Source: an optimization exercise on an open RTL-to-GDS flow (aim: small area and a short achievable clock period). Production flows keep margins and buffers that such runs may drop. No run shown here included a check of the RTL's function; only the layout flow was run. Power figures rest on the tool's default switching activity, not on a simulated workload.

File: flow/design.v
`timescale 1ns / 1ps
module fa(input a, b, c, output s, co);
    assign s = a ^ b ^ c;
    assign co = (a & b) | (a & c) | (b & c);
endmodule
module ha(input a, b, output s, co);
    assign s = a ^ b;
    assign co = a & b;
endmodule
module Optimized_Wallace(
    input clk, rst,
    input [15:0] A, B,
    output reg [31:0] PRODUCT
);
    reg [15:0] ra;
    reg rb15;
    reg one0;
    reg two0;
    reg neg0;
    reg one1;
    reg two1;
    reg neg1;
    reg one2;
    reg two2;
    reg neg2;
    reg one3;
    reg two3;
    reg neg3;
    reg one4;
    reg two4;
    reg neg4;
    reg one5;
    reg two5;
    reg neg5;
    reg one6;
    reg two6;
    reg neg6;
    reg one7;
    reg two7;
    reg neg7;
    reg [92:0] r2;
    reg [54:0] r3;
    reg v1, v2, v3;
    wire pp1 = ((one0 & ra[0])) ^ neg0;
    wire pp2 = ((one0 & ra[1]) | (two0 & ra[0])) ^ neg0;
    wire pp3 = ((one0 & ra[2]) | (two0 & ra[1])) ^ neg0;
    wire pp4 = ((one0 & ra[3]) | (two0 & ra[2])) ^ neg0;
    wire pp5 = ((one0 & ra[4]) | (two0 & ra[3])) ^ neg0;
    wire pp6 = ((one0 & ra[5]) | (two0 & ra[4])) ^ neg0;
    wire pp7 = ((one0 & ra[6]) | (two0 & ra[5])) ^ neg0;
    wire pp8 = ((one0 & ra[7]) | (two0 & ra[6])) ^ neg0;
    wire pp9 = ((one0 & ra[8]) | (two0 & ra[7])) ^ neg0;
    wire pp10 = ((one0 & ra[9]) | (two0 & ra[8])) ^ neg0;
    wire pp11 = ((one0 & ra[10]) | (two0 & ra[9])) ^ neg0;
    wire pp12 = ((one0 & ra[11]) | (two0 & ra[10])) ^ neg0;
    wire pp13 = ((one0 & ra[12]) | (two0 & ra[11])) ^ neg0;
    wire pp14 = ((one0 & ra[13]) | (two0 & ra[12])) ^ neg0;
    wire pp15 = ((one0 & ra[14]) | (two0 & ra[13])) ^ neg0;
    wire pp16 = ((one0 & ra[15]) | (two0 & ra[14])) ^ neg0;
    wire pp17 = ((two0 & ra[15])) ^ neg0;
    wire ns18 = ~neg0;
    wire pp19 = ((one1 & ra[0])) ^ neg1;
    wire pp20 = ((one1 & ra[1]) | (two1 & ra[0])) ^ neg1;
    wire pp21 = ((one1 & ra[2]) | (two1 & ra[1])) ^ neg1;
    wire pp22 = ((one1 & ra[3]) | (two1 & ra[2])) ^ neg1;
    wire pp23 = ((one1 & ra[4]) | (two1 & ra[3])) ^ neg1;
    wire pp24 = ((one1 & ra[5]) | (two1 & ra[4])) ^ neg1;
    wire pp25 = ((one1 & ra[6]) | (two1 & ra[5])) ^ neg1;
    wire pp26 = ((one1 & ra[7]) | (two1 & ra[6])) ^ neg1;
    wire pp27 = ((one1 & ra[8]) | (two1 & ra[7])) ^ neg1;
    wire pp28 = ((one1 & ra[9]) | (two1 & ra[8])) ^ neg1;
    wire pp29 = ((one1 & ra[10]) | (two1 & ra[9])) ^ neg1;
    wire pp30 = ((one1 & ra[11]) | (two1 & ra[10])) ^ neg1;
    wire pp31 = ((one1 & ra[12]) | (two1 & ra[11])) ^ neg1;
    wire pp32 = ((one1 & ra[13]) | (two1 & ra[12])) ^ neg1;
    wire pp33 = ((one1 & ra[14]) | (two1 & ra[13])) ^ neg1;
    wire pp34 = ((one1 & ra[15]) | (two1 & ra[14])) ^ neg1;
    wire pp35 = ((two1 & ra[15])) ^ neg1;
    wire ns36 = ~neg1;
    wire pp37 = ((one2 & ra[0])) ^ neg2;
    wire pp38 = ((one2 & ra[1]) | (two2 & ra[0])) ^ neg2;
    wire pp39 = ((one2 & ra[2]) | (two2 & ra[1])) ^ neg2;
    wire pp40 = ((one2 & ra[3]) | (two2 & ra[2])) ^ neg2;
    wire pp41 = ((one2 & ra[4]) | (two2 & ra[3])) ^ neg2;
    wire pp42 = ((one2 & ra[5]) | (two2 & ra[4])) ^ neg2;
    wire pp43 = ((one2 & ra[6]) | (two2 & ra[5])) ^ neg2;
    wire pp44 = ((one2 & ra[7]) | (two2 & ra[6])) ^ neg2;
    wire pp45 = ((one2 & ra[8]) | (two2 & ra[7])) ^ neg2;
    wire pp46 = ((one2 & ra[9]) | (two2 & ra[8])) ^ neg2;
    wire pp47 = ((one2 & ra[10]) | (two2 & ra[9])) ^ neg2;
    wire pp48 = ((one2 & ra[11]) | (two2 & ra[10])) ^ neg2;
    wire pp49 = ((one2 & ra[12]) | (two2 & ra[11])) ^ neg2;
    wire pp50 = ((one2 & ra[13]) | (two2 & ra[12])) ^ neg2;
    wire pp51 = ((one2 & ra[14]) | (two2 & ra[13])) ^ neg2;
    wire pp52 = ((one2 & ra[15]) | (two2 & ra[14])) ^ neg2;
    wire pp53 = ((two2 & ra[15])) ^ neg2;
    wire ns54 = ~neg2;
    wire pp55 = ((one3 & ra[0])) ^ neg3;
    wire pp56 = ((one3 & ra[1]) | (two3 & ra[0])) ^ neg3;
    wire pp57 = ((one3 & ra[2]) | (two3 & ra[1])) ^ neg3;
    wire pp58 = ((one3 & ra[3]) | (two3 & ra[2])) ^ neg3;
    wire pp59 = ((one3 & ra[4]) | (two3 & ra[3])) ^ neg3;
    wire pp60 = ((one3 & ra[5]) | (two3 & ra[4])) ^ neg3;
    wire pp61 = ((one3 & ra[6]) | (two3 & ra[5])) ^ neg3;
    wire pp62 = ((one3 & ra[7]) | (two3 & ra[6])) ^ neg3;
    wire pp63 = ((one3 & ra[8]) | (two3 & ra[7])) ^ neg3;
    wire pp64 = ((one3 & ra[9]) | (two3 & ra[8])) ^ neg3;
    wire pp65 = ((one3 & ra[10]) | (two3 & ra[9])) ^ neg3;
    wire pp66 = ((one3 & ra[11]) | (two3 & ra[10])) ^ neg3;
    wire pp67 = ((one3 & ra[12]) | (two3 & ra[11])) ^ neg3;
    wire pp68 = ((one3 & ra[13]) | (two3 & ra[12])) ^ neg3;
    wire pp69 = ((one3 & ra[14]) | (two3 & ra[13])) ^ neg3;
    wire pp70 = ((one3 & ra[15]) | (two3 & ra[14])) ^ neg3;
    wire pp71 = ((two3 & ra[15])) ^ neg3;
    wire ns72 = ~neg3;
    wire pp73 = ((one4 & ra[0])) ^ neg4;
    wire pp74 = ((one4 & ra[1]) | (two4 & ra[0])) ^ neg4;
    wire pp75 = ((one4 & ra[2]) | (two4 & ra[1])) ^ neg4;
    wire pp76 = ((one4 & ra[3]) | (two4 & ra[2])) ^ neg4;
    wire pp77 = ((one4 & ra[4]) | (two4 & ra[3])) ^ neg4;
    wire pp78 = ((one4 & ra[5]) | (two4 & ra[4])) ^ neg4;
    wire pp79 = ((one4 & ra[6]) | (two4 & ra[5])) ^ neg4;
    wire pp80 = ((one4 & ra[7]) | (two4 & ra[6])) ^ neg4;
    wire pp81 = ((one4 & ra[8]) | (two4 & ra[7])) ^ neg4;
    wire pp82 = ((one4 & ra[9]) | (two4 & ra[8])) ^ neg4;
    wire pp83 = ((one4 & ra[10]) | (two4 & ra[9])) ^ neg4;
    wire pp84 = ((one4 & ra[11]) | (two4 & ra[10])) ^ neg4;
    wire pp85 = ((one4 & ra[12]) | (two4 & ra[11])) ^ neg4;
    wire pp86 = ((one4 & ra[13]) | (two4 & ra[12])) ^ neg4;
    wire pp87 = ((one4 & ra[14]) | (two4 & ra[13])) ^ neg4;
    wire pp88 = ((one4 & ra[15]) | (two4 & ra[14])) ^ neg4;
    wire pp89 = ((two4 & ra[15])) ^ neg4;
    wire ns90 = ~neg4;
    wire pp91 = ((one5 & ra[0])) ^ neg5;
    wire pp92 = ((one5 & ra[1]) | (two5 & ra[0])) ^ neg5;
    wire pp93 = ((one5 & ra[2]) | (two5 & ra[1])) ^ neg5;
    wire pp94 = ((one5 & ra[3]) | (two5 & ra[2])) ^ neg5;
    wire pp95 = ((one5 & ra[4]) | (two5 & ra[3])) ^ neg5;
    wire pp96 = ((one5 & ra[5]) | (two5 & ra[4])) ^ neg5;
    wire pp97 = ((one5 & ra[6]) | (two5 & ra[5])) ^ neg5;
    wire pp98 = ((one5 & ra[7]) | (two5 & ra[6])) ^ neg5;
    wire pp99 = ((one5 & ra[8]) | (two5 & ra[7])) ^ neg5;
    wire pp100 = ((one5 & ra[9]) | (two5 & ra[8])) ^ neg5;
    wire pp101 = ((one5 & ra[10]) | (two5 & ra[9])) ^ neg5;
    wire pp102 = ((one5 & ra[11]) | (two5 & ra[10])) ^ neg5;
    wire pp103 = ((one5 & ra[12]) | (two5 & ra[11])) ^ neg5;
    wire pp104 = ((one5 & ra[13]) | (two5 & ra[12])) ^ neg5;
    wire pp105 = ((one5 & ra[14]) | (two5 & ra[13])) ^ neg5;
    wire pp106 = ((one5 & ra[15]) | (two5 & ra[14])) ^ neg5;
    wire pp107 = ((two5 & ra[15])) ^ neg5;
    wire ns108 = ~neg5;
    wire pp109 = ((one6 & ra[0])) ^ neg6;
    wire pp110 = ((one6 & ra[1]) | (two6 & ra[0])) ^ neg6;
    wire pp111 = ((one6 & ra[2]) | (two6 & ra[1])) ^ neg6;
    wire pp112 = ((one6 & ra[3]) | (two6 & ra[2])) ^ neg6;
    wire pp113 = ((one6 & ra[4]) | (two6 & ra[3])) ^ neg6;
    wire pp114 = ((one6 & ra[5]) | (two6 & ra[4])) ^ neg6;
    wire pp115 = ((one6 & ra[6]) | (two6 & ra[5])) ^ neg6;
    wire pp116 = ((one6 & ra[7]) | (two6 & ra[6])) ^ neg6;
    wire pp117 = ((one6 & ra[8]) | (two6 & ra[7])) ^ neg6;
    wire pp118 = ((one6 & ra[9]) | (two6 & ra[8])) ^ neg6;
    wire pp119 = ((one6 & ra[10]) | (two6 & ra[9])) ^ neg6;
    wire pp120 = ((one6 & ra[11]) | (two6 & ra[10])) ^ neg6;
    wire pp121 = ((one6 & ra[12]) | (two6 & ra[11])) ^ neg6;
    wire pp122 = ((one6 & ra[13]) | (two6 & ra[12])) ^ neg6;
    wire pp123 = ((one6 & ra[14]) | (two6 & ra[13])) ^ neg6;
    wire pp124 = ((one6 & ra[15]) | (two6 & ra[14])) ^ neg6;
    wire pp125 = ((two6 & ra[15])) ^ neg6;
    wire ns126 = ~neg6;
    wire pp127 = ((one7 & ra[0])) ^ neg7;
    wire pp128 = ((one7 & ra[1]) | (two7 & ra[0])) ^ neg7;
    wire pp129 = ((one7 & ra[2]) | (two7 & ra[1])) ^ neg7;
    wire pp130 = ((one7 & ra[3]) | (two7 & ra[2])) ^ neg7;
    wire pp131 = ((one7 & ra[4]) | (two7 & ra[3])) ^ neg7;
    wire pp132 = ((one7 & ra[5]) | (two7 & ra[4])) ^ neg7;
    wire pp133 = ((one7 & ra[6]) | (two7 & ra[5])) ^ neg7;
    wire pp134 = ((one7 & ra[7]) | (two7 & ra[6])) ^ neg7;
    wire pp135 = ((one7 & ra[8]) | (two7 & ra[7])) ^ neg7;
    wire pp136 = ((one7 & ra[9]) | (two7 & ra[8])) ^ neg7;
    wire pp137 = ((one7 & ra[10]) | (two7 & ra[9])) ^ neg7;
    wire pp138 = ((one7 & ra[11]) | (two7 & ra[10])) ^ neg7;
    wire pp139 = ((one7 & ra[12]) | (two7 & ra[11])) ^ neg7;
    wire pp140 = ((one7 & ra[13]) | (two7 & ra[12])) ^ neg7;
    wire pp141 = ((one7 & ra[14]) | (two7 & ra[13])) ^ neg7;
    wire pp142 = ((one7 & ra[15]) | (two7 & ra[14])) ^ neg7;
    wire pp143 = ((two7 & ra[15])) ^ neg7;
    wire ns144 = ~neg7;
    wire pp145 = rb15 & ra[0];
    wire pp146 = rb15 & ra[1];
    wire pp147 = rb15 & ra[2];
    wire pp148 = rb15 & ra[3];
    wire pp149 = rb15 & ra[4];
    wire pp150 = rb15 & ra[5];
    wire pp151 = rb15 & ra[6];
    wire pp152 = rb15 & ra[7];
    wire pp153 = rb15 & ra[8];
    wire pp154 = rb15 & ra[9];
    wire pp155 = rb15 & ra[10];
    wire pp156 = rb15 & ra[11];
    wire pp157 = rb15 & ra[12];
    wire pp158 = rb15 & ra[13];
    wire pp159 = rb15 & ra[14];
    wire pp160 = rb15 & ra[15];
    wire s161, c162;
    fa u_s161 (.a(pp3), .b(pp19), .c(neg1), .s(s161), .co(c162));
    wire s163, c164;
    fa u_s163 (.a(pp5), .b(pp21), .c(pp37), .s(s163), .co(c164));
    wire s165, c166;
    fa u_s165 (.a(pp6), .b(pp22), .c(pp38), .s(s165), .co(c166));
    wire s167, c168;
    fa u_s167 (.a(pp7), .b(pp23), .c(pp39), .s(s167), .co(c168));
    wire s169, c170;
    fa u_s169 (.a(pp8), .b(pp24), .c(pp40), .s(s169), .co(c170));
    wire s171, c172;
    fa u_s171 (.a(pp9), .b(pp25), .c(pp41), .s(s171), .co(c172));
    wire s173, c174;
    fa u_s173 (.a(pp57), .b(pp73), .c(neg4), .s(s173), .co(c174));
    wire s175, c176;
    fa u_s175 (.a(pp10), .b(pp26), .c(pp42), .s(s175), .co(c176));
    wire s177, c178;
    fa u_s177 (.a(pp11), .b(pp27), .c(pp43), .s(s177), .co(c178));
    wire s179, c180;
    fa u_s179 (.a(pp59), .b(pp75), .c(pp91), .s(s179), .co(c180));
    wire s181, c182;
    fa u_s181 (.a(pp12), .b(pp28), .c(pp44), .s(s181), .co(c182));
    wire s183, c184;
    fa u_s183 (.a(pp60), .b(pp76), .c(pp92), .s(s183), .co(c184));
    wire s185, c186;
    fa u_s185 (.a(pp13), .b(pp29), .c(pp45), .s(s185), .co(c186));
    wire s187, c188;
    fa u_s187 (.a(pp61), .b(pp77), .c(pp93), .s(s187), .co(c188));
    wire s189, c190;
    fa u_s189 (.a(pp14), .b(pp30), .c(pp46), .s(s189), .co(c190));
    wire s191, c192;
    fa u_s191 (.a(pp62), .b(pp78), .c(pp94), .s(s191), .co(c192));
    wire s193, c194;
    fa u_s193 (.a(pp15), .b(pp31), .c(pp47), .s(s193), .co(c194));
    wire s195, c196;
    fa u_s195 (.a(pp63), .b(pp79), .c(pp95), .s(s195), .co(c196));
    wire s197, c198;
    fa u_s197 (.a(pp111), .b(pp127), .c(neg7), .s(s197), .co(c198));
    wire s199, c200;
    fa u_s199 (.a(pp16), .b(pp32), .c(pp48), .s(s199), .co(c200));
    wire s201, c202;
    fa u_s201 (.a(pp64), .b(pp80), .c(pp96), .s(s201), .co(c202));
    wire s203, c204;
    ha u_s203 (.a(pp112), .b(pp128), .s(s203), .co(c204));
    wire s205, c206;
    fa u_s205 (.a(pp17), .b(pp33), .c(pp49), .s(s205), .co(c206));
    wire s207, c208;
    fa u_s207 (.a(pp65), .b(pp81), .c(pp97), .s(s207), .co(c208));
    wire s209, c210;
    fa u_s209 (.a(pp113), .b(pp129), .c(pp145), .s(s209), .co(c210));
    wire s211, c212;
    fa u_s211 (.a(neg0), .b(pp34), .c(pp50), .s(s211), .co(c212));
    wire s213, c214;
    fa u_s213 (.a(pp66), .b(pp82), .c(pp98), .s(s213), .co(c214));
    wire s215, c216;
    fa u_s215 (.a(pp114), .b(pp130), .c(pp146), .s(s215), .co(c216));
    wire s217, c218;
    fa u_s217 (.a(neg0), .b(pp35), .c(pp51), .s(s217), .co(c218));
    wire s219, c220;
    fa u_s219 (.a(pp67), .b(pp83), .c(pp99), .s(s219), .co(c220));
    wire s221, c222;
    fa u_s221 (.a(pp115), .b(pp131), .c(pp147), .s(s221), .co(c222));
    wire s223, c224;
    fa u_s223 (.a(ns18), .b(ns36), .c(pp52), .s(s223), .co(c224));
    wire s225, c226;
    fa u_s225 (.a(pp68), .b(pp84), .c(pp100), .s(s225), .co(c226));
    wire s227, c228;
    fa u_s227 (.a(pp116), .b(pp132), .c(pp148), .s(s227), .co(c228));
    wire s229 = ~(pp53 ^ pp69);
    wire c230 = pp53 | pp69;
    wire s231, c232;
    fa u_s231 (.a(pp85), .b(pp101), .c(pp117), .s(s231), .co(c232));
    wire s233, c234;
    ha u_s233 (.a(pp133), .b(pp149), .s(s233), .co(c234));
    wire s235, c236;
    fa u_s235 (.a(ns54), .b(pp70), .c(pp86), .s(s235), .co(c236));
    wire s237, c238;
    fa u_s237 (.a(pp102), .b(pp118), .c(pp134), .s(s237), .co(c238));
    wire s239 = ~(pp71 ^ pp87);
    wire c240 = pp71 | pp87;
    wire s241, c242;
    fa u_s241 (.a(pp103), .b(pp119), .c(pp135), .s(s241), .co(c242));
    wire s243, c244;
    fa u_s243 (.a(ns72), .b(pp88), .c(pp104), .s(s243), .co(c244));
    wire s245, c246;
    fa u_s245 (.a(pp120), .b(pp136), .c(pp152), .s(s245), .co(c246));
    wire s247 = ~(pp89 ^ pp105);
    wire c248 = pp89 | pp105;
    wire s249, c250;
    fa u_s249 (.a(pp121), .b(pp137), .c(pp153), .s(s249), .co(c250));
    wire s251, c252;
    fa u_s251 (.a(ns90), .b(pp106), .c(pp122), .s(s251), .co(c252));
    wire s253 = ~(pp107 ^ pp123);
    wire c254 = pp107 | pp123;
    wire s255, c256;
    fa u_s255 (.a(ns108), .b(pp124), .c(pp140), .s(s255), .co(c256));
    wire s257 = ~(pp125 ^ pp141);
    wire c258 = pp125 | pp141;
    wire s259, c260;
    fa u_s259 (.a(ns126), .b(pp142), .c(pp158), .s(s259), .co(c260));
    wire s261 = ~(pp143 ^ pp159);
    wire c262 = pp143 | pp159;
    wire s263, c264;
    fa u_s263 (.a(c162), .b(pp4), .c(pp20), .s(s263), .co(c264));
    wire s265, c266;
    fa u_s265 (.a(c166), .b(s167), .c(pp55), .s(s265), .co(c266));
    wire s267, c268;
    fa u_s267 (.a(c168), .b(s169), .c(pp56), .s(s267), .co(c268));
    wire s269, c270;
    fa u_s269 (.a(c170), .b(s171), .c(s173), .s(s269), .co(c270));
    wire s271, c272;
    fa u_s271 (.a(c172), .b(c174), .c(s175), .s(s271), .co(c272));
    wire s273, c274;
    fa u_s273 (.a(c176), .b(s177), .c(s179), .s(s273), .co(c274));
    wire s275, c276;
    fa u_s275 (.a(c178), .b(c180), .c(s181), .s(s275), .co(c276));
    wire s277, c278;
    fa u_s277 (.a(c182), .b(c184), .c(s185), .s(s277), .co(c278));
    wire s279, c280;
    fa u_s279 (.a(s187), .b(pp109), .c(neg6), .s(s279), .co(c280));
    wire s281, c282;
    fa u_s281 (.a(c186), .b(c188), .c(s189), .s(s281), .co(c282));
    wire s283, c284;
    ha u_s283 (.a(s191), .b(pp110), .s(s283), .co(c284));
    wire s285, c286;
    fa u_s285 (.a(c190), .b(c192), .c(s193), .s(s285), .co(c286));
    wire s287, c288;
    ha u_s287 (.a(s195), .b(s197), .s(s287), .co(c288));
    wire s289, c290;
    fa u_s289 (.a(c194), .b(c196), .c(c198), .s(s289), .co(c290));
    wire s291, c292;
    fa u_s291 (.a(s199), .b(s201), .c(s203), .s(s291), .co(c292));
    wire s293, c294;
    fa u_s293 (.a(c200), .b(c202), .c(c204), .s(s293), .co(c294));
    wire s295, c296;
    fa u_s295 (.a(s205), .b(s207), .c(s209), .s(s295), .co(c296));
    wire s297, c298;
    fa u_s297 (.a(c206), .b(c208), .c(c210), .s(s297), .co(c298));
    wire s299, c300;
    fa u_s299 (.a(s211), .b(s213), .c(s215), .s(s299), .co(c300));
    wire s301, c302;
    fa u_s301 (.a(c212), .b(c214), .c(c216), .s(s301), .co(c302));
    wire s303, c304;
    fa u_s303 (.a(s217), .b(s219), .c(s221), .s(s303), .co(c304));
    wire s305, c306;
    fa u_s305 (.a(c218), .b(c220), .c(c222), .s(s305), .co(c306));
    wire s307, c308;
    fa u_s307 (.a(s223), .b(s225), .c(s227), .s(s307), .co(c308));
    wire s309, c310;
    fa u_s309 (.a(c224), .b(c226), .c(c228), .s(s309), .co(c310));
    wire s311, c312;
    fa u_s311 (.a(s229), .b(s231), .c(s233), .s(s311), .co(c312));
    wire s313, c314;
    fa u_s313 (.a(c230), .b(c232), .c(c234), .s(s313), .co(c314));
    wire s315, c316;
    fa u_s315 (.a(s235), .b(s237), .c(pp150), .s(s315), .co(c316));
    wire s317, c318;
    fa u_s317 (.a(c236), .b(c238), .c(s239), .s(s317), .co(c318));
    wire s319, c320;
    ha u_s319 (.a(s241), .b(pp151), .s(s319), .co(c320));
    wire s321, c322;
    fa u_s321 (.a(c240), .b(c242), .c(s243), .s(s321), .co(c322));
    wire s323, c324;
    fa u_s323 (.a(c244), .b(c246), .c(s247), .s(s323), .co(c324));
    wire s325, c326;
    fa u_s325 (.a(c248), .b(c250), .c(s251), .s(s325), .co(c326));
    wire s327, c328;
    fa u_s327 (.a(c252), .b(s253), .c(pp139), .s(s327), .co(c328));
    wire s329, c330;
    fa u_s329 (.a(c254), .b(s255), .c(pp156), .s(s329), .co(c330));
    wire s331, c332;
    fa u_s331 (.a(c256), .b(s257), .c(pp157), .s(s331), .co(c332));
    wire s333, c334;
    fa u_s333 (.a(c262), .b(ns144), .c(pp160), .s(s333), .co(c334));
    wire s335, c336;
    fa u_s335 (.a(r2[5]), .b(r2[6]), .c(r2[7]), .s(s335), .co(c336));
    wire s337, c338;
    fa u_s337 (.a(r2[16]), .b(r2[17]), .c(r2[18]), .s(s337), .co(c338));
    wire s339, c340;
    fa u_s339 (.a(r2[20]), .b(r2[21]), .c(r2[22]), .s(s339), .co(c340));
    wire s341, c342;
    fa u_s341 (.a(r2[23]), .b(r2[24]), .c(r2[25]), .s(s341), .co(c342));
    wire s343, c344;
    fa u_s343 (.a(r2[26]), .b(r2[27]), .c(r2[28]), .s(s343), .co(c344));
    wire s345, c346;
    fa u_s345 (.a(r2[29]), .b(r2[30]), .c(r2[31]), .s(s345), .co(c346));
    wire s347, c348;
    fa u_s347 (.a(r2[33]), .b(r2[34]), .c(r2[35]), .s(s347), .co(c348));
    wire s349, c350;
    fa u_s349 (.a(r2[37]), .b(r2[38]), .c(r2[39]), .s(s349), .co(c350));
    wire s351, c352;
    fa u_s351 (.a(r2[41]), .b(r2[42]), .c(r2[43]), .s(s351), .co(c352));
    wire s353, c354;
    fa u_s353 (.a(r2[45]), .b(r2[46]), .c(r2[47]), .s(s353), .co(c354));
    wire s355, c356;
    fa u_s355 (.a(r2[49]), .b(r2[50]), .c(r2[51]), .s(s355), .co(c356));
    wire s357, c358;
    fa u_s357 (.a(r2[53]), .b(r2[54]), .c(r2[55]), .s(s357), .co(c358));
    wire s359, c360;
    fa u_s359 (.a(r2[57]), .b(r2[58]), .c(r2[59]), .s(s359), .co(c360));
    wire s361, c362;
    fa u_s361 (.a(r2[61]), .b(r2[62]), .c(r2[63]), .s(s361), .co(c362));
    wire s363, c364;
    fa u_s363 (.a(r2[65]), .b(r2[66]), .c(r2[67]), .s(s363), .co(c364));
    wire s365, c366;
    fa u_s365 (.a(r2[69]), .b(r2[70]), .c(r2[71]), .s(s365), .co(c366));
    wire s367, c368;
    fa u_s367 (.a(r2[73]), .b(r2[74]), .c(r2[75]), .s(s367), .co(c368));
    wire s369, c370;
    fa u_s369 (.a(r2[76]), .b(r2[77]), .c(r2[78]), .s(s369), .co(c370));
    wire s371, c372;
    fa u_s371 (.a(r2[80]), .b(r2[81]), .c(r2[82]), .s(s371), .co(c372));
    wire s373, c374;
    fa u_s373 (.a(r2[87]), .b(r2[88]), .c(r2[89]), .s(s373), .co(c374));
    wire s375, c376;
    fa u_s375 (.a(c336), .b(r2[8]), .c(r2[9]), .s(s375), .co(c376));
    wire s377, c378;
    ha u_s377 (.a(r2[10]), .b(r2[11]), .s(s377), .co(c378));
    wire s379, c380;
    ha u_s379 (.a(r2[12]), .b(r2[13]), .s(s379), .co(c380));
    wire s381, c382;
    ha u_s381 (.a(r2[14]), .b(r2[15]), .s(s381), .co(c382));
    wire s383, c384;
    ha u_s383 (.a(s337), .b(r2[19]), .s(s383), .co(c384));
    wire s385, c386;
    ha u_s385 (.a(c338), .b(s339), .s(s385), .co(c386));
    wire s387, c388;
    ha u_s387 (.a(c340), .b(s341), .s(s387), .co(c388));
    wire s389, c390;
    ha u_s389 (.a(c342), .b(s343), .s(s389), .co(c390));
    wire s391, c392;
    fa u_s391 (.a(c344), .b(s345), .c(r2[32]), .s(s391), .co(c392));
    wire s393, c394;
    fa u_s393 (.a(c346), .b(s347), .c(r2[36]), .s(s393), .co(c394));
    wire s395, c396;
    fa u_s395 (.a(c348), .b(s349), .c(r2[40]), .s(s395), .co(c396));
    wire s397, c398;
    fa u_s397 (.a(c350), .b(s351), .c(r2[44]), .s(s397), .co(c398));
    wire s399, c400;
    fa u_s399 (.a(c352), .b(s353), .c(r2[48]), .s(s399), .co(c400));
    wire s401, c402;
    fa u_s401 (.a(c354), .b(s355), .c(r2[52]), .s(s401), .co(c402));
    wire s403, c404;
    fa u_s403 (.a(c356), .b(s357), .c(r2[56]), .s(s403), .co(c404));
    wire s405, c406;
    fa u_s405 (.a(c358), .b(s359), .c(r2[60]), .s(s405), .co(c406));
    wire s407, c408;
    fa u_s407 (.a(c360), .b(s361), .c(r2[64]), .s(s407), .co(c408));
    wire s409, c410;
    fa u_s409 (.a(c362), .b(s363), .c(r2[68]), .s(s409), .co(c410));
    wire s411, c412;
    fa u_s411 (.a(c364), .b(s365), .c(r2[72]), .s(s411), .co(c412));
    wire s413, c414;
    ha u_s413 (.a(c366), .b(s367), .s(s413), .co(c414));
    wire s415, c416;
    fa u_s415 (.a(c368), .b(s369), .c(r2[79]), .s(s415), .co(c416));
    wire s417, c418;
    ha u_s417 (.a(c370), .b(s371), .s(s417), .co(c418));
    wire s419, c420;
    fa u_s419 (.a(c372), .b(r2[83]), .c(r2[84]), .s(s419), .co(c420));
    wire s421, c422;
    ha u_s421 (.a(r2[85]), .b(r2[86]), .s(s421), .co(c422));
    wire s423, c424;
    fa u_s423 (.a(c374), .b(r2[90]), .c(r2[91]), .s(s423), .co(c424));
    wire g425, p426;
    ha u_p426 (.a(r2[0]), .b(r2[1]), .s(p426), .co(g425));
    wire g427, p428;
    ha u_p428 (.a(c376), .b(s377), .s(p428), .co(g427));
    wire g429, p430;
    ha u_p430 (.a(c378), .b(s379), .s(p430), .co(g429));
    wire g431, p432;
    ha u_p432 (.a(c380), .b(s381), .s(p432), .co(g431));
    wire g433, p434;
    ha u_p434 (.a(c382), .b(s383), .s(p434), .co(g433));
    wire g435, p436;
    ha u_p436 (.a(c384), .b(s385), .s(p436), .co(g435));
    wire g437, p438;
    ha u_p438 (.a(c386), .b(s387), .s(p438), .co(g437));
    wire g439, p440;
    ha u_p440 (.a(c388), .b(s389), .s(p440), .co(g439));
    wire g441, p442;
    ha u_p442 (.a(c390), .b(s391), .s(p442), .co(g441));
    wire g443, p444;
    ha u_p444 (.a(c392), .b(s393), .s(p444), .co(g443));
    wire g445, p446;
    ha u_p446 (.a(c394), .b(s395), .s(p446), .co(g445));
    wire g447, p448;
    ha u_p448 (.a(c396), .b(s397), .s(p448), .co(g447));
    wire g449, p450;
    ha u_p450 (.a(c398), .b(s399), .s(p450), .co(g449));
    wire g451, p452;
    ha u_p452 (.a(c400), .b(s401), .s(p452), .co(g451));
    wire g453, p454;
    ha u_p454 (.a(c402), .b(s403), .s(p454), .co(g453));
    wire g455, p456;
    ha u_p456 (.a(c404), .b(s405), .s(p456), .co(g455));
    wire g457, p458;
    ha u_p458 (.a(c406), .b(s407), .s(p458), .co(g457));
    wire g459, p460;
    ha u_p460 (.a(c408), .b(s409), .s(p460), .co(g459));
    wire g461, p462;
    ha u_p462 (.a(c410), .b(s411), .s(p462), .co(g461));
    wire g463, p464;
    ha u_p464 (.a(c412), .b(s413), .s(p464), .co(g463));
    wire g465, p466;
    ha u_p466 (.a(c414), .b(s415), .s(p466), .co(g465));
    wire g467, p468;
    ha u_p468 (.a(c416), .b(s417), .s(p468), .co(g467));
    wire g469, p470;
    ha u_p470 (.a(c418), .b(s419), .s(p470), .co(g469));
    wire g471, p472;
    ha u_p472 (.a(c420), .b(s421), .s(p472), .co(g471));
    wire g473, p474;
    ha u_p474 (.a(c422), .b(s373), .s(p474), .co(g473));
    wire g475, p476;
    ha u_p476 (.a(c424), .b(r2[92]), .s(p476), .co(g475));
    wire t477 = p426 | g425;
    wire t478 = p428 | g427;
    wire t479 = p430 | g429;
    wire t480 = p432 | g431;
    wire t481 = p434 | g433;
    wire G482 = 1'b0 | (r2[2] & g425);
    wire P483 = r2[2] & t477;
    wire G484 = 1'b0 | (r2[4] & 1'b0);
    wire P485 = r2[4] & r2[3];
    wire G486 = 1'b0 | (s375 & 1'b0);
    wire P487 = s375 & s335;
    wire G488 = g429 | (t479 & g427);
    wire P489 = t479 & t478;
    wire G490 = g433 | (t481 & g431);
    wire P491 = t481 & t480;
    wire G492 = 1'b0 | (r2[3] & G482);
    wire P493 = r2[3] & P483;
    wire G494 = G484 | (P485 & G482);
    wire P495 = P485 & P483;
    wire G496 = g427 | (t478 & G486);
    wire P497 = t478 & P487;
    wire G498 = G488 | (P489 & G486);
    wire P499 = P489 & P487;
    wire G500 = 1'b0 | (s335 & G494);
    wire P501 = s335 & P495;
    wire G502 = G486 | (P487 & G494);
    wire P503 = P487 & P495;
    wire G504 = G496 | (P497 & G494);
    wire P505 = P497 & P495;
    wire G506 = G498 | (P499 & G494);
    wire P507 = P499 & P495;
    wire G508 = g431 | (t480 & G506);
    wire P509 = t480 & P507;
    wire G510 = G490 | (P491 & G506);
    wire P511 = P491 & P507;
    wire sum512 = p426;
    wire sum513 = r2[2] ^ g425;
    wire sum514 = r2[3] ^ G482;
    wire sum515 = r2[4] ^ G492;
    wire sum516 = s335 ^ G494;
    wire sum517 = s375 ^ G500;
    wire sum518 = p428 ^ G502;
    wire sum519 = p430 ^ G504;
    wire sum520 = p432 ^ G506;
    wire sum521 = p434 ^ G508;
    wire t522 = r3[11] | r3[12];
    wire t523 = r3[13] | r3[14];
    wire t524 = r3[15] | r3[16];
    wire t525 = r3[17] | r3[18];
    wire t526 = r3[19] | r3[20];
    wire t527 = r3[21] | r3[22];
    wire t528 = r3[23] | r3[24];
    wire t529 = r3[25] | r3[26];
    wire t530 = r3[27] | r3[28];
    wire t531 = r3[29] | r3[30];
    wire t532 = r3[31] | r3[32];
    wire t533 = r3[33] | r3[34];
    wire t534 = r3[35] | r3[36];
    wire t535 = r3[37] | r3[38];
    wire t536 = r3[39] | r3[40];
    wire t537 = r3[41] | r3[42];
    wire t538 = r3[43] | r3[44];
    wire t539 = r3[45] | r3[46];
    wire t540 = r3[47] | r3[48];
    wire t541 = r3[49] | r3[50];
    wire t542 = r3[51] | r3[52];
    wire t543 = r3[53] | r3[54];
    wire g544 = r3[12] | (r3[11] & r3[10]);
    wire G545 = r3[14] | (t523 & g544);
    wire P546 = t523 & t522;
    wire G547 = r3[16] | (t524 & r3[14]);
    wire P548 = t524 & t523;
    wire G549 = r3[18] | (t525 & r3[16]);
    wire P550 = t525 & t524;
    wire G551 = r3[20] | (t526 & r3[18]);
    wire P552 = t526 & t525;
    wire G553 = r3[22] | (t527 & r3[20]);
    wire P554 = t527 & t526;
    wire G555 = r3[24] | (t528 & r3[22]);
    wire P556 = t528 & t527;
    wire G557 = r3[26] | (t529 & r3[24]);
    wire P558 = t529 & t528;
    wire G559 = r3[28] | (t530 & r3[26]);
    wire P560 = t530 & t529;
    wire G561 = r3[30] | (t531 & r3[28]);
    wire P562 = t531 & t530;
    wire G563 = r3[32] | (t532 & r3[30]);
    wire P564 = t532 & t531;
    wire G565 = r3[34] | (t533 & r3[32]);
    wire P566 = t533 & t532;
    wire G567 = r3[36] | (t534 & r3[34]);
    wire P568 = t534 & t533;
    wire G569 = r3[38] | (t535 & r3[36]);
    wire P570 = t535 & t534;
    wire G571 = r3[40] | (t536 & r3[38]);
    wire P572 = t536 & t535;
    wire G573 = r3[42] | (t537 & r3[40]);
    wire P574 = t537 & t536;
    wire G575 = r3[44] | (t538 & r3[42]);
    wire P576 = t538 & t537;
    wire G577 = r3[46] | (t539 & r3[44]);
    wire P578 = t539 & t538;
    wire G579 = r3[48] | (t540 & r3[46]);
    wire P580 = t540 & t539;
    wire G581 = r3[50] | (t541 & r3[48]);
    wire P582 = t541 & t540;
    wire G583 = r3[52] | (t542 & r3[50]);
    wire P584 = t542 & t541;
    wire G585 = r3[54] | (t543 & r3[52]);
    wire P586 = t543 & t542;
    wire G587 = G547 | (P548 & g544);
    wire P588 = P548 & t522;
    wire G589 = G549 | (P550 & G545);
    wire P590 = P550 & P546;
    wire G591 = G551 | (P552 & G547);
    wire P592 = P552 & P548;
    wire G593 = G553 | (P554 & G549);
    wire P594 = P554 & P550;
    wire G595 = G555 | (P556 & G551);
    wire P596 = P556 & P552;
    wire G597 = G557 | (P558 & G553);
    wire P598 = P558 & P554;
    wire G599 = G559 | (P560 & G555);
    wire P600 = P560 & P556;
    wire G601 = G561 | (P562 & G557);
    wire P602 = P562 & P558;
    wire G603 = G563 | (P564 & G559);
    wire P604 = P564 & P560;
    wire G605 = G565 | (P566 & G561);
    wire P606 = P566 & P562;
    wire G607 = G567 | (P568 & G563);
    wire P608 = P568 & P564;
    wire G609 = G569 | (P570 & G565);
    wire P610 = P570 & P566;
    wire G611 = G571 | (P572 & G567);
    wire P612 = P572 & P568;
    wire G613 = G573 | (P574 & G569);
    wire P614 = P574 & P570;
    wire G615 = G575 | (P576 & G571);
    wire P616 = P576 & P572;
    wire G617 = G577 | (P578 & G573);
    wire P618 = P578 & P574;
    wire G619 = G579 | (P580 & G575);
    wire P620 = P580 & P576;
    wire G621 = G581 | (P582 & G577);
    wire P622 = P582 & P578;
    wire G623 = G583 | (P584 & G579);
    wire P624 = P584 & P580;
    wire G625 = G585 | (P586 & G581);
    wire P626 = P586 & P582;
    wire G627 = G591 | (P592 & g544);
    wire P628 = P592 & t522;
    wire G629 = G593 | (P594 & G545);
    wire P630 = P594 & P546;
    wire G631 = G595 | (P596 & G587);
    wire P632 = P596 & P588;
    wire G633 = G597 | (P598 & G589);
    wire P634 = P598 & P590;
    wire G635 = G599 | (P600 & G591);
    wire P636 = P600 & P592;
    wire G637 = G601 | (P602 & G593);
    wire P638 = P602 & P594;
    wire G639 = G603 | (P604 & G595);
    wire P640 = P604 & P596;
    wire G641 = G605 | (P606 & G597);
    wire P642 = P606 & P598;
    wire G643 = G607 | (P608 & G599);
    wire P644 = P608 & P600;
    wire G645 = G609 | (P610 & G601);
    wire P646 = P610 & P602;
    wire G647 = G611 | (P612 & G603);
    wire P648 = P612 & P604;
    wire G649 = G613 | (P614 & G605);
    wire P650 = P614 & P606;
    wire G651 = G615 | (P616 & G607);
    wire P652 = P616 & P608;
    wire G653 = G617 | (P618 & G609);
    wire P654 = P618 & P610;
    wire G655 = G619 | (P620 & G611);
    wire P656 = P620 & P612;
    wire G657 = G621 | (P622 & G613);
    wire P658 = P622 & P614;
    wire G659 = G623 | (P624 & G615);
    wire P660 = P624 & P616;
    wire G661 = G625 | (P626 & G617);
    wire P662 = P626 & P618;
    wire G663 = G635 | (P636 & g544);
    wire P664 = P636 & t522;
    wire G665 = G637 | (P638 & G545);
    wire P666 = P638 & P546;
    wire G667 = G639 | (P640 & G587);
    wire P668 = P640 & P588;
    wire G669 = G641 | (P642 & G589);
    wire P670 = P642 & P590;
    wire G671 = G643 | (P644 & G627);
    wire P672 = P644 & P628;
    wire G673 = G645 | (P646 & G629);
    wire P674 = P646 & P630;
    wire G675 = G647 | (P648 & G631);
    wire P676 = P648 & P632;
    wire G677 = G649 | (P650 & G633);
    wire P678 = P650 & P634;
    wire G679 = G651 | (P652 & G635);
    wire P680 = P652 & P636;
    wire G681 = G653 | (P654 & G637);
    wire P682 = P654 & P638;
    wire G683 = G655 | (P656 & G639);
    wire P684 = P656 & P640;
    wire G685 = G657 | (P658 & G641);
    wire P686 = P658 & P642;
    wire G687 = G659 | (P660 & G643);
    wire P688 = P660 & P644;
    wire G689 = G661 | (P662 & G645);
    wire P690 = P662 & P646;
    wire G691 = G679 | (P680 & g544);
    wire P692 = P680 & t522;
    wire G693 = G681 | (P682 & G545);
    wire P694 = P682 & P546;
    wire G695 = G683 | (P684 & G587);
    wire P696 = P684 & P588;
    wire G697 = G685 | (P686 & G589);
    wire P698 = P686 & P590;
    wire G699 = G687 | (P688 & G627);
    wire P700 = P688 & P628;
    wire G701 = G689 | (P690 & G629);
    wire P702 = P690 & P630;
    wire sum703 = r3[11] ^ r3[10];
    wire sum704 = r3[13] ^ g544;
    wire sum705 = r3[15] ^ G545;
    wire sum706 = r3[17] ^ G587;
    wire sum707 = r3[19] ^ G589;
    wire sum708 = r3[21] ^ G627;
    wire sum709 = r3[23] ^ G629;
    wire sum710 = r3[25] ^ G631;
    wire sum711 = r3[27] ^ G633;
    wire sum712 = r3[29] ^ G663;
    wire sum713 = r3[31] ^ G665;
    wire sum714 = r3[33] ^ G667;
    wire sum715 = r3[35] ^ G669;
    wire sum716 = r3[37] ^ G671;
    wire sum717 = r3[39] ^ G673;
    wire sum718 = r3[41] ^ G675;
    wire sum719 = r3[43] ^ G677;
    wire sum720 = r3[45] ^ G691;
    wire sum721 = r3[47] ^ G693;
    wire sum722 = r3[49] ^ G695;
    wire sum723 = r3[51] ^ G697;
    wire sum724 = r3[53] ^ G699;
    wire [31:0] sum = {sum724, sum723, sum722, sum721, sum720, sum719, sum718, sum717, sum716, sum715, sum714, sum713, sum712, sum711, sum710, sum709, sum708, sum707, sum706, sum705, sum704, sum703, r3[9], r3[8], r3[7], r3[6], r3[5], r3[4], r3[3], r3[2], r3[1], r3[0]};
    always @(posedge clk or posedge rst) begin
        if (rst) begin
            v1 <= 1'b0; v2 <= 1'b0; v3 <= 1'b0;
            PRODUCT <= 32'd0;
        end else begin
            v1 <= 1'b1; v2 <= v1; v3 <= v2;
            PRODUCT <= sum & {32{v3}};
        end
    end
    always @(posedge clk) begin
        ra <= A;
        rb15 <= B[15];
        one0 <= B[0] ^ 1'b0;
        two0 <= (B[1] & ~B[0] & ~1'b0) | (~B[1] & B[0] & 1'b0);
        neg0 <= B[1] & ~(B[0] & 1'b0);
        one1 <= B[2] ^ B[1];
        two1 <= (B[3] & ~B[2] & ~B[1]) | (~B[3] & B[2] & B[1]);
        neg1 <= B[3] & ~(B[2] & B[1]);
        one2 <= B[4] ^ B[3];
        two2 <= (B[5] & ~B[4] & ~B[3]) | (~B[5] & B[4] & B[3]);
        neg2 <= B[5] & ~(B[4] & B[3]);
        one3 <= B[6] ^ B[5];
        two3 <= (B[7] & ~B[6] & ~B[5]) | (~B[7] & B[6] & B[5]);
        neg3 <= B[7] & ~(B[6] & B[5]);
        one4 <= B[8] ^ B[7];
        two4 <= (B[9] & ~B[8] & ~B[7]) | (~B[9] & B[8] & B[7]);
        neg4 <= B[9] & ~(B[8] & B[7]);
        one5 <= B[10] ^ B[9];
        two5 <= (B[11] & ~B[10] & ~B[9]) | (~B[11] & B[10] & B[9]);
        neg5 <= B[11] & ~(B[10] & B[9]);
        one6 <= B[12] ^ B[11];
        two6 <= (B[13] & ~B[12] & ~B[11]) | (~B[13] & B[12] & B[11]);
        neg6 <= B[13] & ~(B[12] & B[11]);
        one7 <= B[14] ^ B[13];
        two7 <= (B[15] & ~B[14] & ~B[13]) | (~B[15] & B[14] & B[13]);
        neg7 <= B[15] & ~(B[14] & B[13]);
        r2 <= {s333, s261, c260, s259, c258, c332, s331, c330, s329, c328, pp155, s327, c326, pp154, pp138, s325, c324, s249, s323, c322, s245, s321, c320, c318, s319, s317, c316, c314, s315, s313, c312, c310, s311, s309, c308, c306, s307, s305, c304, c302, s303, s301, c300, c298, s299, s297, c296, c294, s295, s293, c292, c290, s291, s289, c288, c286, s287, s285, c284, c282, s283, s281, c280, c278, s279, s277, c276, s183, s275, c274, neg5, s273, c272, pp74, pp58, s271, c270, s269, c268, s267, c266, neg3, s265, s165, c164, neg2, s163, c264, s263, s161, pp2, neg0, pp1};
        r3 <= {g475, p476, 1'b0, s423, g473, p474, g471, p472, g469, p470, g467, p468, g465, p466, g463, p464, g461, p462, g459, p460, g457, p458, g455, p456, g453, p454, g451, p452, g449, p450, g447, p448, g445, p446, g443, p444, g441, p442, g439, p440, g437, p438, g435, p436, G510, sum521, sum520, sum519, sum518, sum517, sum516, sum515, sum514, sum513, sum512};
    end
endmodule
File: flow/standard.sh
#!/bin/bash
# synth_recipe.tcl (not shown) runs the flow's synth.tcl, then flattens the netlist and writes it again
# the make line also repeats each setting of config.mk as NAME=value (left out here)
make -C /OpenROAD-flow-scripts/flow DESIGN_CONFIG=/design/flow/config.mk WORK_HOME=/design/flow/orfs CLKGATE_MAP_FILE= SYNTH_SCRIPT=/design/flow/synth_recipe.tcl "${@:-finish}"
File: flow/config.mk
export PLATFORM = sky130hd
export DESIGN_NAME = Optimized_Wallace
export DESIGN_NICKNAME = Optimized_Wallace
export VERILOG_FILES = /design/flow/design.v
export SDC_FILE = /design/flow/constraint.sdc
export NUM_CORES = 4
export LEC_CHECK = 0
export CAP_MARGIN = 20
export CORE_MARGIN = 2
export CORE_UTILIZATION = 60
export CTS_BUF_LIST = sky130_fd_sc_hd__clkbuf_16
export CTS_CLUSTER_DIAMETER = 100
export CTS_CLUSTER_SIZE = 25
export SETUP_SLACK_MARGIN = 1.4
export SLEW_MARGIN = 20
export SYNTH_HIERARCHICAL = 1
export SYNTH_MINIMUM_KEEP_SIZE = 0
export TNS_END_PERCENT = 0
File: flow/flow/run.sh
#!/bin/bash
# The standard layout (the standard.sh: ORFS synthesis through finish),
# with the port buffers made of sky130_fd_sc_hd__buf_1 instead of the
# resizer's default pick.  Every tool's output goes to a log in this folder
# (make's own output to flow_make.log, ORFS's per-step logs under orfs/logs).
set -euo pipefail
export BUFFER_PORTS_ARGS="-buffer_cell sky130_fd_sc_hd__buf_1"
bash standard.sh finish > flow_make.log 2>&1
File: flow/constraint.sdc
create_clock -name core_clock -period 3.0 [get_ports {clk}]
set_input_delay 0.6000 -clock core_clock [delete_from_list [all_inputs] [get_ports {clk}]]
set_output_delay 0.6000 -clock core_clock [all_outputs]
set_load 0.01 [all_outputs]
==> results.json, run 1 <==
{
  "grt_max_degree": 36,
  "crit_fanout": 11,
  "syn_avg_cell_area_um2": 11.6,
  "start_kind": "register",
  "cts_buffer_depth": 3,
  "synth_nets": 1186,
  "clk_pin_slew_ns": 0.11,
  "clock_latency_ns": 0.48,
  "rows": 50,
  "layout_commonest_cell": "dfxtp_1",
  "status": "no timing/DRC/antenna violations",
  "ff2ff_setup_slack_ns": 0.91,
  "synth_area_um2": 11400,
  "final_cells": 1245,
  "vdd_drop_max_v": 0.000386,
  "place_inst": 1225,
  "rsz0062_at_grt": "true",
  "leakage_nw": 4.98,
  "pre_cts_slack_ns": 0.507,
  "wl_per_cell_um": 19.8,
  "fmax_ghz": 0.479,
  "final_antenna_net_count": 0,
  "cts_root_buf": "clkbuf_16",
  "cts_inserted_buffers": 12,
  "dieArea_um2": 20200,
  "final_cell_mix": "dfxtp_1, xnor2_1, fa_1",
  "viasPerCell": 5.78,
  "first_iter_violations": 528,
  "setup_slack_ns": 0.914,
  "synthDistinctLibCells": 45,
  "num-fill-cells": 1413,
  "clock_sinks": 222,
  "firstDrtPassIters": 5,
  "holdBufCountCts": 0,
  "finalMaxSlewViolations": 0,
  "fin_setup_tns_ns": 0,
  "dp_hpwl_um": 17100,
  "grt_pass1_vias": 7613,
  "powerDensity_nw_per_um2": 908,
  "dieHeight_um": 142,
  "worstMarginPinSlew_ns": 0.611,
  "final_util_pct": 67.0,
  "antenna_found_initial": 0,
  "syn_inst": 983,
  "async_reset_ff_share_pct": 15.8,
  "drive_above_1_share_pct": 11.0,
  "hold_path_class": "in2async",
  "ys.flop_type": "dfxtp_1",
  "fin_crit_sh_pct": 69.5,
  "cts_tree": "done",
  "yosysWarningCount": 7,
  "synth-edff-count": 0,
  "r2r_cells": 4,
  "die_x_um": 142,
  "min_period_ns": 2.09,
  "max-cap-violations": 0,
  "path_class": "reg2reg",
  "max_slew_margin_pct": 59.2,
  "final-setup-viol-count": 0,
  "antennaDiodeCount": 0,
  "vias": 7202,
  "drc": 0,
  "r2r_start": "neg4",
  "gp_congestion": 0.880,
  "skew_ns": 0.0260,
  "grt_pass1_wl_um": 40000,
  "num_io_pins": 66,
  "ys_seq_elements": 222,
  "endpoint_kind": "register",
  "timing_hold_violations_final": 0,
  "coreArea_um2": 18700,
  "drt_wl_total_um": 24700,
  "area_growth_pct": 9.58,
  "track_usage_pct": 25.2,
  "critPathRequiredTime_ns": 3.42,
  "h-tree-depth": 1,
  "portBuffers": 65,
  "grt.overflow.total": 0,
  "start_util_pct": 61.1,
  "whs_ns": 0.177,
  "arrival_ns": 2.50,
  "yosysSeqAreaShare_pct": 40.4,
  "r2r_end": "r2[28]",
  "final_nets": 1210
}
## layer usage
layer	global-route usage [%]	wire length [um]
met1	35.6	11400
met2	40.6	11200
met3	3.77	1630
met4	7.47	438
met5	0	0
## Yosys stat by module, one instance, submodules excluded
module	copies in the design	flops+latches	cells
Optimized_Wallace	1	222	831
ha	41	0	1
fa	111	0	1
## synthesized netlist by cell type, drive strengths merged (16+ instances only)
cell type / number / area share [%]
o21ai: 16 / 0.70
xnor2: 145 / 11
nor2: 26 / 0.85
clkbuf: 82 / 2.7
ha: 58 / 6.3
nand2: 31 / 1.0
nand2b: 18 / 0.98
dfrtp: 35 / 7.7
inv: 23 / 0.76
and2: 28 / 1.5
fa: 111 / 19
a22oi: 120 / 7.9
dfxtp: 187 / 33
## worst max-delay path, cell delays in order (launching register included)
cell     delay (ns)
dfxtp_2        0.48
buf_4          0.31
xnor2_1        0.17
fa_1           0.51
fa_1           0.55
## per-stage QoR
step	total power, W	area, um^2
after global routing	0.0124	12500
after global placement	0.00953	12000
after detailed placement	0.00971	12000
after floorplan	0.00826	11800
after CTS	0.0115	12500
final	0.0114	12500
## where the power goes
group,leakage (nW),switching (W),internal [W]
logic,2.77,0.00246,0.00233
registers,2.03,0.000793,0.00411
clock network,0.185,0.000898,0.000786
total,4.98,0.00415,0.00723
## worst max path at each step
stage               startpoint     end  cells past startpoint
global route             r2[5]   r3[9]                      8
finish                    neg4  r2[28]                      4
detailed placement        two3  r2[40]                      5
floorplan                r2[5]   r3[9]                      8
global placement          two3  r2[40]                      5
CTS                      r2[5]   r3[9]                      8
## layout make-up
cell class	count	area [um^2]	share of cell area (%)
clock buffers	13	325	2.60
clock inverters	5	20.0	0.160
inverters	23	86.3	0.689
multi-input cells	653	6600	52.7
flip-flops and latches	222	4700	37.5
well taps	234	293	2.34
repair buffers	95	503	4.01
## registers in the layout (all words and copies together), names as in the netlist, 16 cells and up
register / cells
PRODUCT: 32
r3: 53
ra: 16
r2: 93
## timing repair
action / in CTS / in global routing
cloned: 0 / 0
resized for setup: 50 / 14
setup buffers: 0 / 2
pin swaps: 2 / 0
setup endpoints to repair: 130 / 136
## cell families after synthesis
logic type	Yosys count	share of synthesized area (%)
AOI/OAI and AO/OA	186	11.7
xor gates and xnor gates	150	11.5
adders and majority gates	169	25.8
buffers and inverters	108	3.55
DFF	222	40.4
muxes	8	0.700
other	1	0.0328
and+or+nand+nor	139	6.36
==> run 2, diff against run 1 <==
--- a/flow/config.mk
+++ b/flow/config.mk
@@ -6,4 +6,5 @@
 export NUM_CORES = 4
 export LEC_CHECK = 0
+export ABC_AREA = 1
 export CAP_MARGIN = 20
 export CORE_MARGIN = 2
==> results.json, run 2 <==
{
  "viasPerCell": 5.33,
  "synth.area.top_cells": "dfxtp_1, fa_1, xor2_1",
  "cp.depth": 6,
  "critPathRequiredTime_ns": 3.36,
  "grt_util_met1_pct": 35.4,
  "holdBufCountCts": 0,
  "synth_area_um2": 12000,
  "busiest_layer": "met2",
  "vdd_drop_max_v": 0.000508,
  "hold_path_class": "in2async",
  "combPwrFrac_pct": 46.3,
  "yosysWarningCount": 7,
  "cts_root_buf": "clkbuf_16",
  "synth_top_area_share_pct": 31.3,
  "finalMaxSlewViolations": 0,
  "max-cap-violations": 0,
  "path_common_cell": "fa_1",
  "drt_wl_total_um": 27000,
  "ys_seq_elements": 222,
  "clk_pin_slew_ns": 0.09,
  "clock_latency_ns": 0.49,
  "gr-usage-met3_pct": 4.72,
  "dieHeight_um": 145,
  "coreArea_um2": 19500,
  "cts_tree": "done",
  "largest_reg_flops": 93,
  "h-tree-depth": 1,
  "fmax_ghz": 0.455,
  "regMostFlops": "r2",
  "antennaDiodeCount": 0,
  "cts_buffer_depth": 3,
  "start_util_pct": 61.3,
  "r2r_cells": 6,
  "ys.flop_type": "dfxtp_1",
  "yosysMostFrequentCell": "dfxtp_1",
  "grt_max_degree": 36,
  "synthTopCellsByCount": "dfxtp_1, nand2_1, inv_1",
  "drc": 0,
  "synth_area_leader_cell": "dfxtp_1",
  "num_io_pins": 66,
  "rows": 51,
  "seqPwrFrac_pct": 39.0,
  "status": "no timing/DRC/antenna violations",
  "portBuffers": 65,
  "firstDrtPassIters": 5,
  "timing_hold_violations_final": 0,
  "dp_hpwl_um": 20000,
  "cpMaxStageDelayCell": "fa_1",
  "rsz0062_at_grt": "true",
  "area_growth_pct": 12.0,
  "powerDensity_nw_per_um2": 911,
  "synthDistinctLibCells": 29,
  "die_x_um": 145,
  "dieArea_um2": 21100,
  "grt.overflow.total": 0,
  "clock_sinks": 222,
  "grt_pass1_vias": 8357,
  "cp.buffers_inverters": 2,
  "skew_ns": 0.0234,
  "cts_inserted_buffers": 13,
  "final_antenna_net_count": 0,
  "yosysSeqAreaShare_pct": 38.6,
  "min_period_ns": 2.20,
  "syn_inst": 1221,
  "p_sw_w": 0.00492,
  "crit_fanout": 7,
  "start_kind": "register",
  "final_nets": 1488,
  "syn_avg_cell_area_um2": 9.80,
  "p_int_w": 0.00728,
  "vias": 8281,
  "switching_share_pct": 40.3,
  "final-setup-viol-count": 0,
  "crit_family": "adder cells",
  "gp_congestion": 0.925,
  "antenna_found_initial": 0,
  "p_total_w": 0.0122,
  "endpoint_kind": "register",
  "grt_pass1_wl_um": 43600,
  "track_usage_pct": 26.0,
  "leakage_nw": 6.32,
  "slowest_delay_ns": 0.46,
  "fin_setup_tns_ns": 0,
  "wl_per_cell_um": 17.4,
  "drive_above_1_share_pct": 13.7,
  "p_clk_share_pct": 14.6,
  "largestRegisters": "r2: 93 flops, r3: 53 flops, PRODUCT: 32 flops",
  "synth-edff-count": 0,
  "path_class": "reg2reg",
  "grt_use_met2_pct": 43.3,
  "arrival_ns": 2.56,
  "async_reset_ff_share_pct": 15.8,
  "crit_chain": "clkinvlp_4 -> buf_2 -> o22ai_1 -> xor2_1 -> fa_1 -> fa_1",
  "worstMarginPinSlew_ns": 0.592,
  "fin_crit_sh_pct": 73.3,
  "layout_commonest_cell": "dfxtp_1",
  "first_iter_violations": 549,
  "final_cell_mix": "dfxtp_1, nand2_1, xor2_1",
  "synth_nets": 1424,
  "max_slew_margin_pct": 60.5
}
==> run 2: cell types whose count changed after synthesis, moves of 28 or more <==
cell      delta
xnor2_1    -145
nand2_1    +138
nor2_1      +38
and2_1      -28
inv_1      +129
clkbuf_1    -64
a22oi_1    -120
o22ai_1    +113
xor2_1     +136
==> run 2: timing repair <==
| action | 4_1_cts | 5_1_grt |
|---|---|---|
| setup endpoints to repair | 112 | 137 |
| pin swaps | 12 | 16 |
| resized for setup | 33 | 25 |
| buffers inserted | 17 | 7 |
==> run 2: per-module statistics from Yosys, one instance, submodules excluded <==
module             flip-flops and latches  cells  copies in the design
Optimized_Wallace                     222   1069                     1
fa                                      0      1                   111
ha                                      0      1                    41
==> run 2: power groups by stage <==
| stage | registers (W) | clock network, W | logic (W) |
|---|---|---|---|
| after detailed placement | 0.00482 | 0 | 0.00555 |
| final | 0.00476 | 0.00179 | 0.00566 |
| after global routing | 0.00488 | 0.00195 | 0.00665 |
| after CTS | 0.00476 | 0.00184 | 0.00568 |
| after global placement | 0.00481 | 0 | 0.00540 |
| after floorplan | 0.00472 | 0 | 0.00404 |
==> run 2: final timing paths <==
kind,from,endpoint,slack [ns]
setup / recovery,two6,r2[48],0.80
hold / removal,rst,PRODUCT[1],0.17
setup reg to reg,two6,r2[48],0.80
hold reg to reg,v1,v2,0.37
max in group asynchronous,rst,PRODUCT[25],2.52
min in group core_clock,A[4],ra[4],0.20
==> run 2: worst reg2reg max path, delay by kind of cell, from the launching register on <==
kind            cells  cell delay [ns]
flops               1             0.41
fa+ha+maj           2             0.89
buf+inv             2             0.34
compound gates      1             0.19
xor+xnor            1             0.25
==> run 2: layout make-up <==
| cell class | count | area (um^2) |
|---|---|---|
| fillers | 1578 | 6130 |
| clock inverters | 6 | 46.3 |
| flip-flops and latches | 222 | 4640 |
| well taps | 265 | 332 |
| clock buffers | 13 | 325 |
| repair buffers | 102 | 624 |
| inverters | 161 | 682 |
| multi-input cells | 785 | 6750 |
==> run 2: kinds of logic (layout without fill, tap and decap cells) <==
kind of cell             count (synthesis)  in the layout  share of synthesized area (%)
XOR/XNOR                               141            141                           10.3
adder cells (fa/ha/maj)                169            169                           24.6
AND/OR/NAND/NOR                        297            297                           10.5
flip-flops                             222            222                           38.6
AO/OA/AOI/OAI                          177            177                           8.92
buffers and inverters                  214            282                           6.98
other                                    1              1                         0.0314
==> run 2: stage by stage <==
step	instance area (um^2)	hold WS [ns]	setup WS [ns]	utilization, %	cells
2_1_floorplan	12400	0.326	1.07	-	1221
3_5_place_dp	12600	0.342	0.616	64.4	1511
5_1_grt	13400	0.191	0.790	68.6	1554
3_3_place_gp	12600	0.334	0.589	64.4	1511
4_1_cts	13200	0.182	0.889	67.8	1547
6_report	13400	0.174	0.800	68.6	1554
==> run 2: per-layer routing <==
| layer | part of all wire [%] | up-vias |
|---|---|---|
| met4 | 3.0 | 0 |
| met2 | 45 | 325 |
| met1 | 44 | 3903 |
| met5 | 0 | - |
| li1 | - | 3994 |
| met3 | 7.6 | 59 |

-- separate check: timing with driven ports --
How much do the figures lean on ideal ports? The routed layouts below were timed once more, with nothing changed but the port constraints. Step 1, drivers: a clkbuf_16 drives clk and a buf_2 each remaining input, both assumed. Step 2, shift: input delay + t, output delay - t, t = (earliest + latest rising clock arrival at the registers) / 2. This alone moves slack from input paths to output paths. Three values: no drivers, after step 1, after step 2; two values: the first two.
| run | shift t [ns] | setup WS [ns] | clock arrival spread, ns | worst data-port slew with drivers (ns) |
|---|---|---|---|---|
| run 1 | 0.513 | 0.914 / 0.914 / 0.914 | 0.026 / 0.026 | 0.03 |
| run 2 | 0.522 | 0.800 / 0.800 / 0.800 | 0.026 / 0.026 | 0.03 |
After both steps setup and hold are still met in every run listed.
